From an optimization exercise on the open Yosys and OpenROAD flow, aimed at a short achievable clock period and few clock cycles; shortcuts taken in it are not production practice.
At most, simulation tests tie the RTL to the original design; equivalence was not proved.
Power figures rest on the tool's default switching activity, not on a simulated workload.

==> trial 50: inputs <==
==> flow/design.v <==
`timescale 1ns / 1ps
module myCPU (
    input  wire         cpu_rst,
    input  wire         cpu_clk,
    output wire [15:0]  inst_addr,
    input  wire [31:0]  inst,
    output wire [31:0]  Bus_addr,
    input  wire [31:0]  Bus_rdata,
    output wire         Bus_we,
    output wire [31:0]  Bus_wdata,
    output wire         debug_wb_have_inst,
    output wire [31:0]  debug_wb_pc,
    output wire         debug_wb_ena,
    output wire [ 4:0]  debug_wb_reg,
    output wire [31:0]  debug_wb_value
);
    localparam BTB_N = 16;
    reg  [31:0] pc_f;
    reg         e_valid;         
    reg         e_have;          
    reg  [31:0] e_pc, e_pc4, e_imm;
    reg  [31:0] e_a_rf, e_b_rf;
    reg         e_aM, e_aW, e_aX, e_bM, e_bW, e_bX;
    reg         e_ld_dep;
    reg         e_wen, e_is_ld, e_is_st, e_is_br, e_is_jal, e_is_jalr;
    reg  [4:0]  e_rd;
    reg         e_use_imm;
    reg         e_r_add, e_r_sub, e_r_sll, e_r_srl, e_r_sra, e_r_xor, e_r_or, e_r_and, e_r_imm, e_r_link;
    reg         e_beq, e_bne, e_blt, e_bge;
    reg         e_pred;
    reg         m_have, m_wen, m_is_ld, m_st;
    reg  [4:0]  m_rd;
    reg  [31:0] m_res, m_sdata, m_pc;
    reg         w_have, w_wen;
    reg  [4:0]  w_rd;
    reg  [31:0] w_val, w_pc;
    reg  [31:0] x_val;
    reg  [31:0] rf [1:31];
    reg         btb_v   [0:BTB_N-1];
    reg  [1:0]  btb_c   [0:BTB_N-1];
    reg  [25:0] btb_tag [0:BTB_N-1];
    reg  [31:0] btb_tgt [0:BTB_N-1];
    wire [6:0] op  = inst[6:0];
    wire [2:0] f3  = inst[14:12];
    wire [4:0] rd  = inst[11:7];
    wire [4:0] rs1 = inst[19:15];
    wire [4:0] rs2 = inst[24:20];
    wire is_r    = (op == 7'b0110011);
    wire is_i    = (op == 7'b0010011);
    wire is_ld   = (op == 7'b0000011);
    wire is_st   = (op == 7'b0100011);
    wire is_br   = (op == 7'b1100011);
    wire is_lui  = (op == 7'b0110111);
    wire is_jal  = (op == 7'b1101111);
    wire is_jalr = (op == 7'b1100111);
    wire known   = is_r | is_i | is_ld | is_st | is_br | is_lui | is_jal | is_jalr;
    wire use1 = is_r | is_i | is_ld | is_st | is_br | is_jalr;
    wire use2 = is_r | is_st | is_br;
    wire wen  = is_r | is_i | is_ld | is_lui | is_jal | is_jalr;
    wire [31:0] imm_i = {{20{inst[31]}}, inst[31:20]};
    wire [31:0] imm_s = {{20{inst[31]}}, inst[31:25], inst[11:7]};
    wire [31:0] imm_b = {{20{inst[31]}}, inst[7], inst[30:25], inst[11:8], 1'b0};
    wire [31:0] imm_u = {inst[31:12], 12'b0};
    wire [31:0] imm_j = {{12{inst[31]}}, inst[19:12], inst[20], inst[30:21], 1'b0};
    wire [31:0] imm   = ({32{is_i | is_ld | is_jalr}} & imm_i) |
                        ({32{is_st}}  & imm_s) |
                        ({32{is_br}}  & imm_b) |
                        ({32{is_lui}} & imm_u) |
                        ({32{is_jal}} & imm_j);
    wire ri   = is_r | is_i;
    wire f_add = (ri & f3 == 3'b000 & ~(is_r & inst[30])) | is_ld | is_st;
    wire f_sub = is_r & f3 == 3'b000 & inst[30];
    wire f_sll = ri & f3 == 3'b001;
    wire f_srl = ri & f3 == 3'b101 & ~inst[30];
    wire f_sra = ri & f3 == 3'b101 & inst[30];
    wire f_xor = ri & f3 == 3'b100;
    wire f_or  = ri & f3 == 3'b110;
    wire f_and = ri & (f3 == 3'b111 | f3 == 3'b010 | f3 == 3'b011);
    wire f_bne = f3 == 3'b001;
    wire f_blt = f3 == 3'b100;
    wire f_bge = f3 == 3'b101;
    wire f_beq = ~(f_bne | f_blt | f_bge);
    wire [31:0] rf_a = (rs1 == 5'd0) ? 32'd0 : rf[rs1];
    wire [31:0] rf_b = (rs2 == 5'd0) ? 32'd0 : rf[rs2];
    wire e_w = e_valid & e_wen & (e_rd != 5'd0);
    wire m_w = m_wen & (m_rd != 5'd0);
    wire hitE_a = e_w & (e_rd == rs1);
    wire hitE_b = e_w & (e_rd == rs2);
    wire hitM_a = m_w & (m_rd == rs1);
    wire hitM_b = m_w & (m_rd == rs2);
    wire ld_dep = e_is_ld & ((hitE_a & use1) | (hitE_b & use2));
    wire [3:0]  fi = pc_f[5:2];
    wire        f_pred = btb_v[fi] & (btb_tag[fi] == pc_f[31:6]) & btb_c[fi][1];
    wire [31:0] pc_f4 = pc_f + 32'd4;
    wire [31:0] srcA = ({32{e_aM}} & m_res) | ({32{e_aW}} & w_val) | ({32{e_aX}} & x_val) |
                       ({32{~(e_aM | e_aW | e_aX)}} & e_a_rf);
    wire [31:0] srcB = ({32{e_bM}} & m_res) | ({32{e_bW}} & w_val) | ({32{e_bX}} & x_val) |
                       ({32{~(e_bM | e_bW | e_bX)}} & e_b_rf);
    wire [31:0] opB  = e_use_imm ? e_imm : srcB;
    wire [4:0]  sh   = opB[4:0];
    wire [31:0] sra_v = $signed(srcA) >>> sh;
    wire [31:0] sum  = srcA + opB;
    wire [31:0] dif  = srcA - srcB;
    wire [31:0] res  = ({32{e_r_add}}  & sum) |
                       ({32{e_r_sub}}  & dif) |
                       ({32{e_r_sll}}  & (srcA << sh)) |
                       ({32{e_r_srl}}  & (srcA >> sh)) |
                       ({32{e_r_sra}}  & sra_v) |
                       ({32{e_r_xor}}  & (srcA ^ opB)) |
                       ({32{e_r_or}}   & (srcA | opB)) |
                       ({32{e_r_and}}  & (srcA & opB)) |
                       ({32{e_r_imm}}  & e_imm) |
                       ({32{e_r_link}} & e_pc4);
    wire eq = (srcA == srcB);
    wire lt = ($signed(srcA) < $signed(srcB));
    wire br_taken = (e_beq & eq) | (e_bne & ~eq) | (e_blt & lt) | (e_bge & ~lt);
    wire stall = e_valid & e_ld_dep;
    wire go    = e_valid & ~e_ld_dep;
    wire taken = e_is_jal | e_is_jalr | (e_is_br & br_taken);
    wire mispredict = go & (e_is_jalr | (taken ^ e_pred));
    wire [31:0] btgt = e_pc + e_imm;
    wire [31:0] redirect_pc = e_is_jalr ? sum : (taken ? btgt : e_pc4);
    wire [31:0] npc = mispredict ? redirect_pc :
                      stall      ? pc_f :
                      f_pred     ? btb_tgt[fi] : pc_f4;
    wire [3:0] ei = e_pc[5:2];
    wire       e_btb_hit = btb_v[ei] & (btb_tag[ei] == e_pc[31:6]);
    wire [1:0] e_c = btb_c[ei];
    wire [31:0] m_val = m_is_ld ? Bus_rdata : m_res;
    always @(posedge cpu_clk or posedge cpu_rst) begin
        if (cpu_rst) pc_f <= 32'd0;
        else         pc_f <= npc;
    end
    always @(posedge cpu_clk or posedge cpu_rst) begin
        if (cpu_rst) begin
            e_valid <= 1'b0; e_have <= 1'b0; e_wen <= 1'b0; e_pred <= 1'b0;
            e_is_ld <= 1'b0; e_is_st <= 1'b0; e_is_br <= 1'b0; e_is_jal <= 1'b0; e_is_jalr <= 1'b0;
            e_ld_dep <= 1'b0;
            e_aM <= 1'b0; e_aW <= 1'b0; e_aX <= 1'b0;
            e_bM <= 1'b0; e_bW <= 1'b0; e_bX <= 1'b0;
        end else if (mispredict) begin
            e_valid <= 1'b0; e_have <= 1'b0; e_wen <= 1'b0; e_pred <= 1'b0;
            e_is_ld <= 1'b0; e_is_st <= 1'b0; e_is_br <= 1'b0; e_is_jal <= 1'b0; e_is_jalr <= 1'b0;
            e_ld_dep <= 1'b0;
        end else if (stall) begin
            e_ld_dep <= 1'b0;
            e_aM <= 1'b0; e_aW <= e_aM; e_aX <= e_aW;
            e_bM <= 1'b0; e_bW <= e_bM; e_bX <= e_bW;
        end else begin
            e_valid   <= 1'b1;
            e_have    <= known;
            e_wen     <= wen;
            e_pred    <= f_pred;
            e_is_ld   <= is_ld;
            e_is_st   <= is_st;
            e_is_br   <= is_br;
            e_is_jal  <= is_jal;
            e_is_jalr <= is_jalr;
            e_ld_dep  <= ld_dep;
            e_aM <= hitE_a; e_aW <= ~hitE_a & hitM_a; e_aX <= 1'b0;
            e_bM <= hitE_b; e_bW <= ~hitE_b & hitM_b; e_bX <= 1'b0;
        end
    end
    always @(posedge cpu_clk) begin
        if (~stall) begin
            e_pc      <= pc_f;
            e_pc4     <= pc_f4;
            e_imm     <= imm;
            e_a_rf    <= rf_a;
            e_b_rf    <= rf_b;
            e_rd      <= rd;
            e_use_imm <= is_i | is_ld | is_st | is_jalr;
            e_r_add   <= f_add;
            e_r_sub   <= f_sub;
            e_r_sll   <= f_sll;
            e_r_srl   <= f_srl;
            e_r_sra   <= f_sra;
            e_r_xor   <= f_xor;
            e_r_or    <= f_or;
            e_r_and   <= f_and;
            e_r_imm   <= is_lui;
            e_r_link  <= is_jal | is_jalr;
            e_beq     <= f_beq;
            e_bne     <= f_bne;
            e_blt     <= f_blt;
            e_bge     <= f_bge;
        end
    end
    always @(posedge cpu_clk or posedge cpu_rst) begin
        if (cpu_rst) begin
            m_have <= 1'b0; m_wen <= 1'b0; m_is_ld <= 1'b0; m_st <= 1'b0;
        end else begin
            m_have  <= go & e_have;
            m_wen   <= go & e_wen;
            m_is_ld <= e_is_ld;
            m_st    <= go & e_is_st;
        end
    end
    always @(posedge cpu_clk) begin
        m_rd    <= e_rd;
        m_res   <= res;
        m_sdata <= srcB;
        m_pc    <= e_pc;
    end
    always @(posedge cpu_clk or posedge cpu_rst) begin
        if (cpu_rst) begin
            w_have <= 1'b0; w_wen <= 1'b0;
        end else begin
            w_have <= m_have;
            w_wen  <= m_wen;
        end
    end
    always @(posedge cpu_clk) begin
        w_rd  <= m_rd;
        w_val <= m_val;
        w_pc  <= m_pc;
        x_val <= w_val;
    end
    integer i;
    always @(posedge cpu_clk or posedge cpu_rst) begin
        if (cpu_rst) begin
            for (i = 1; i < 32; i = i + 1) rf[i] <= 32'd0;
        end else if (m_w) begin
            rf[m_rd] <= m_val;
        end
    end
    integer j;
    always @(posedge cpu_clk or posedge cpu_rst) begin
        if (cpu_rst) begin
            for (j = 0; j < BTB_N; j = j + 1) btb_v[j] <= 1'b0;
        end else if (go & taken & ~e_is_jalr) begin
            btb_v[ei] <= 1'b1;
        end
    end
    always @(posedge cpu_clk) begin
        if (go & (e_is_br | e_is_jal)) begin
            if (taken) begin
                btb_tag[ei] <= e_pc[31:6];
                btb_tgt[ei] <= btgt;
                btb_c[ei]   <= ~e_btb_hit ? 2'b10 : (e_c == 2'b11 ? 2'b11 : e_c + 2'b01);
            end else if (e_btb_hit) begin
                btb_c[ei]   <= (e_c == 2'b00) ? 2'b00 : e_c - 2'b01;
            end
        end
    end
    assign inst_addr = pc_f[17:2];
    assign Bus_addr  = m_res;
    assign Bus_we    = m_st;
    assign Bus_wdata = m_sdata;
    assign debug_wb_have_inst = w_have;
    assign debug_wb_pc        = w_pc;
    assign debug_wb_ena       = w_wen;
    assign debug_wb_reg       = w_rd;
    assign debug_wb_value     = w_val;
endmodule
==> flow/run.sh <==
#!/bin/bash
# synth_recipe.tcl (not shown) runs the flow's synth.tcl, then flattens the netlist and writes it again
# the make line also repeats each setting of config.mk as NAME=value (left out here)
make -C /OpenROAD-flow-scripts/flow DESIGN_CONFIG=/design/flow/config.mk WORK_HOME=/design/flow/orfs CLKGATE_MAP_FILE= SYNTH_SCRIPT=/design/flow/synth_recipe.tcl finish
==> flow/config.mk <==
export PLATFORM = sky130hd
export DESIGN_NAME = myCPU
export DESIGN_NICKNAME = myCPU
export VERILOG_FILES = /design/flow/design.v
export SDC_FILE = /design/flow/constraint.sdc
export NUM_CORES = 4
export LEC_CHECK = 0
export CAP_MARGIN = 20
export CORE_MARGIN = 2
export CORE_UTILIZATION = 30
export PLACE_DENSITY = 0.5
export SLEW_MARGIN = 20
==> flow/constraint.sdc <==
create_clock -name core_clock -period 7.5 [get_ports {cpu_clk}]
set_input_delay 1.5000 -clock core_clock [delete_from_list [all_inputs] [get_ports {cpu_clk}]]
set_output_delay 1.5000 -clock core_clock [all_outputs]
set_load 0.01 [all_outputs]
==> build 85: changes against trial 50 <==
--- a/flow/design.v
+++ b/flow/design.v
@@ -16,3 +16,3 @@
 );
-    localparam BTB_N = 16;
+    localparam BHT_N = 64;
     reg  [31:0] pc_f;
@@ -20,3 +20,3 @@
     reg         e_have;          
-    reg  [31:0] e_pc, e_pc4, e_imm;
+    reg  [31:0] e_pc, e_pc4, e_imm, e_alt;
     reg  [31:0] e_a_rf, e_b_rf;
@@ -24,3 +24,3 @@
     reg         e_ld_dep;
-    reg         e_wen, e_is_ld, e_is_st, e_is_br, e_is_jal, e_is_jalr;
+    reg         e_wen, e_is_ld, e_is_st, e_is_br, e_is_jalr;
     reg  [4:0]  e_rd;
@@ -38,6 +38,7 @@
     reg  [31:0] rf [1:31];
-    reg         btb_v   [0:BTB_N-1];
-    reg  [1:0]  btb_c   [0:BTB_N-1];
-    reg  [25:0] btb_tag [0:BTB_N-1];
-    reg  [31:0] btb_tgt [0:BTB_N-1];
+    reg         bht_v   [0:BHT_N-1];
+    reg  [1:0]  bht_c   [0:BHT_N-1];
+    reg  [3:0]  bht_tag [0:BHT_N-1];
+    reg         u_en, u_taken;
+    reg  [9:0]  u_pc;
     wire [6:0] op  = inst[6:0];
@@ -66,5 +67,3 @@
                         ({32{is_st}}  & imm_s) |
-                        ({32{is_br}}  & imm_b) |
-                        ({32{is_lui}} & imm_u) |
-                        ({32{is_jal}} & imm_j);
+                        ({32{is_lui}} & imm_u);
     wire ri   = is_r | is_i;
@@ -82,2 +81,4 @@
     wire f_beq = ~(f_bne | f_blt | f_bge);
+    wire br_eff  = is_br & (imm_b != 32'd4);
+    wire br_same = (rs1 == rs2);
     wire [31:0] rf_a = (rs1 == 5'd0) ? 32'd0 : rf[rs1];
@@ -91,5 +92,12 @@
     wire ld_dep = e_is_ld & ((hitE_a & use1) | (hitE_b & use2));
-    wire [3:0]  fi = pc_f[5:2];
-    wire        f_pred = btb_v[fi] & (btb_tag[fi] == pc_f[31:6]) & btb_c[fi][1];
-    wire [31:0] pc_f4 = pc_f + 32'd4;
+    wire [5:0]  fi = pc_f[7:2];
+    wire        bht_hit = bht_v[fi] & (bht_tag[fi] == pc_f[11:8]);
+    wire        bht_taken = bht_c[fi][1];
+    wire        br_pred = br_same ? (f_beq | f_bge) :
+                          bht_hit ? bht_taken : inst[31];      
+    wire        f_pred = is_jal | (br_eff & br_pred);
+    wire [31:0] pc_f4  = pc_f + 32'd4;
+    wire [31:0] tgt_b  = pc_f + imm_b;
+    wire [31:0] tgt_j  = pc_f + imm_j;
+    wire [31:0] f_tgt  = is_jal ? tgt_j : tgt_b;
     wire [31:0] srcA = ({32{e_aM}} & m_res) | ({32{e_aW}} & w_val) | ({32{e_aX}} & x_val) |
@@ -118,12 +126,7 @@
     wire go    = e_valid & ~e_ld_dep;
-    wire taken = e_is_jal | e_is_jalr | (e_is_br & br_taken);
-    wire mispredict = go & (e_is_jalr | (taken ^ e_pred));
-    wire [31:0] btgt = e_pc + e_imm;
-    wire [31:0] redirect_pc = e_is_jalr ? sum : (taken ? btgt : e_pc4);
+    wire mispredict = go & (e_is_jalr | (e_is_br & (br_taken ^ e_pred)));
+    wire [31:0] redirect_pc = e_is_jalr ? sum : e_alt;
     wire [31:0] npc = mispredict ? redirect_pc :
                       stall      ? pc_f :
-                      f_pred     ? btb_tgt[fi] : pc_f4;
-    wire [3:0] ei = e_pc[5:2];
-    wire       e_btb_hit = btb_v[ei] & (btb_tag[ei] == e_pc[31:6]);
-    wire [1:0] e_c = btb_c[ei];
+                      f_pred     ? f_tgt : pc_f4;
     wire [31:0] m_val = m_is_ld ? Bus_rdata : m_res;
@@ -136,3 +139,3 @@
             e_valid <= 1'b0; e_have <= 1'b0; e_wen <= 1'b0; e_pred <= 1'b0;
-            e_is_ld <= 1'b0; e_is_st <= 1'b0; e_is_br <= 1'b0; e_is_jal <= 1'b0; e_is_jalr <= 1'b0;
+            e_is_ld <= 1'b0; e_is_st <= 1'b0; e_is_br <= 1'b0; e_is_jalr <= 1'b0;
             e_ld_dep <= 1'b0;
@@ -142,3 +145,3 @@
             e_valid <= 1'b0; e_have <= 1'b0; e_wen <= 1'b0; e_pred <= 1'b0;
-            e_is_ld <= 1'b0; e_is_st <= 1'b0; e_is_br <= 1'b0; e_is_jal <= 1'b0; e_is_jalr <= 1'b0;
+            e_is_ld <= 1'b0; e_is_st <= 1'b0; e_is_br <= 1'b0; e_is_jalr <= 1'b0;
             e_ld_dep <= 1'b0;
@@ -155,4 +158,3 @@
             e_is_st   <= is_st;
-            e_is_br   <= is_br;
-            e_is_jal  <= is_jal;
+            e_is_br   <= br_eff;
             e_is_jalr <= is_jalr;
@@ -168,2 +170,3 @@
             e_imm     <= imm;
+            e_alt     <= f_pred ? pc_f4 : f_tgt;
             e_a_rf    <= rf_a;
@@ -226,2 +229,16 @@
     end
+    always @(posedge cpu_clk or posedge cpu_rst) begin
+        if (cpu_rst) begin
+            u_en <= 1'b0;
+        end else begin
+            u_en <= go & e_is_br;
+        end
+    end
+    always @(posedge cpu_clk) begin
+        u_taken <= br_taken;
+        u_pc    <= e_pc[11:2];
+    end
+    wire [5:0] ui = u_pc[5:0];
+    wire       u_hit = bht_v[ui] & (bht_tag[ui] == u_pc[9:6]);
+    wire [1:0] u_c = bht_c[ui];
     integer j;
@@ -229,16 +246,16 @@
         if (cpu_rst) begin
-            for (j = 0; j < BTB_N; j = j + 1) btb_v[j] <= 1'b0;
-        end else if (go & taken & ~e_is_jalr) begin
-            btb_v[ei] <= 1'b1;
-        end
-    end
-    always @(posedge cpu_clk) begin
-        if (go & (e_is_br | e_is_jal)) begin
-            if (taken) begin
-                btb_tag[ei] <= e_pc[31:6];
-                btb_tgt[ei] <= btgt;
-                btb_c[ei]   <= ~e_btb_hit ? 2'b10 : (e_c == 2'b11 ? 2'b11 : e_c + 2'b01);
-            end else if (e_btb_hit) begin
-                btb_c[ei]   <= (e_c == 2'b00) ? 2'b00 : e_c - 2'b01;
-            end
+            for (j = 0; j < BHT_N; j = j + 1) bht_v[j] <= 1'b0;
+        end else if (u_en) begin
+            bht_v[ui] <= 1'b1;
+        end
+    end
+    always @(posedge cpu_clk) begin
+        if (u_en) begin
+            bht_tag[ui] <= u_pc[9:6];
+            if (~u_hit)
+                bht_c[ui] <= u_taken ? 2'b10 : 2'b01;
+            else if (u_taken)
+                bht_c[ui] <= (u_c == 2'b11) ? 2'b11 : u_c + 2'b01;
+            else
+                bht_c[ui] <= (u_c == 2'b00) ? 2'b00 : u_c - 2'b01;
         end
- ABC_CLOCK_PERIOD_IN_PS: not set -> 3000
- SETUP_SLACK_MARGIN: not set -> 4.5
==> build 34: changes against trial 50 <==
- ABC_CLOCK_PERIOD_IN_PS: not set -> 3000
- SETUP_SLACK_MARGIN: not set -> 4.5
==> run notes <==
quantity                                                                         build 85        trial 50         build 34
Non-clock buffer total of the final layout                                           1461             593             1430
Routed via count                                                                    91990           90930            98520
Count of buffering cells on the critical path with inverters included                   5               1               11
Horiz. Die Dim                                                                   566.9 um        619.0 um         619.0 um
Post-synthesis xor/xnor area fraction                                             0.01290         0.01451          0.01451
Flip-flop and latch power                                                        0.0131 W        0.0162 W         0.0159 W
Count of antenna diodes in the layout                                                  26              14               23
Part of the total power dissipated in combinational logic                           0.381           0.256            0.301
Per-cell via count in the routed design                                             6.340           6.118            6.263
Outcome                                                          timing/DRC/antenna clean  timing/DRC/antenna clean  timing/DRC/antenna clean
Worst flop-to-flop path endpoint                                                m_res[23]  btb_tgt[7][30]  btb_tgt[14][14]
Site Rows                                                                             206             225              225
Average routed wire per standard cell                                            36.78 um        35.84 um         38.18 um
Number of design-rule violations left by the first detailed-router iteration        16760           14840            17100
Number of flops mapped to enable cells by yosys                                       593            1138             1138
Post-route cell area                                                          128500 um^2     132700 um^2      148900 um^2
Testbench counts of build 85, summed over its fixed seeds: cycles 24,309.
No functional check of the RTL was part of trial 50 and build 34.

## what the ideal ports hide
In the flow no input, the clock included, has a driving cell. The finished layouts below were timed again as built, in two steps. Step 1 (the two cells are an assumption about what drives the block):
set clk [get_ports {cpu_clk}]
set_driving_cell -lib_cell sky130_fd_sc_hd__clkbuf_16 $clk
set_driving_cell -lib_cell sky130_fd_sc_hd__buf_2 [delete_from_list [all_inputs] $clk]
Step 2 adds t to the input delays and takes it off the output delays; t is the mean of the earliest and latest rising clock arrival at the registers after step 1. Input paths then give back, and output paths get back, about the clock's delay inside the block. a / b / c = ideal / step 1 / step 2; a / b = the first two.
run | t, ns | setup slack, ns | worst data-port slew with drivers (ns)
trial 50 | 0.996 | 0.828 / 0.828 / 0.828 | 0.20
build 85 | 0.990 | 2.779 / 2.779 / 2.282 | 0.31
build 34 | 1.035 | 2.611 / 2.611 / 2.611 | 0.27
After both steps every run listed still meets setup and hold. For build 85, which loses most, drivers alone change the setup slack by 0.000 ns; drivers and shift together by -0.497 ns.
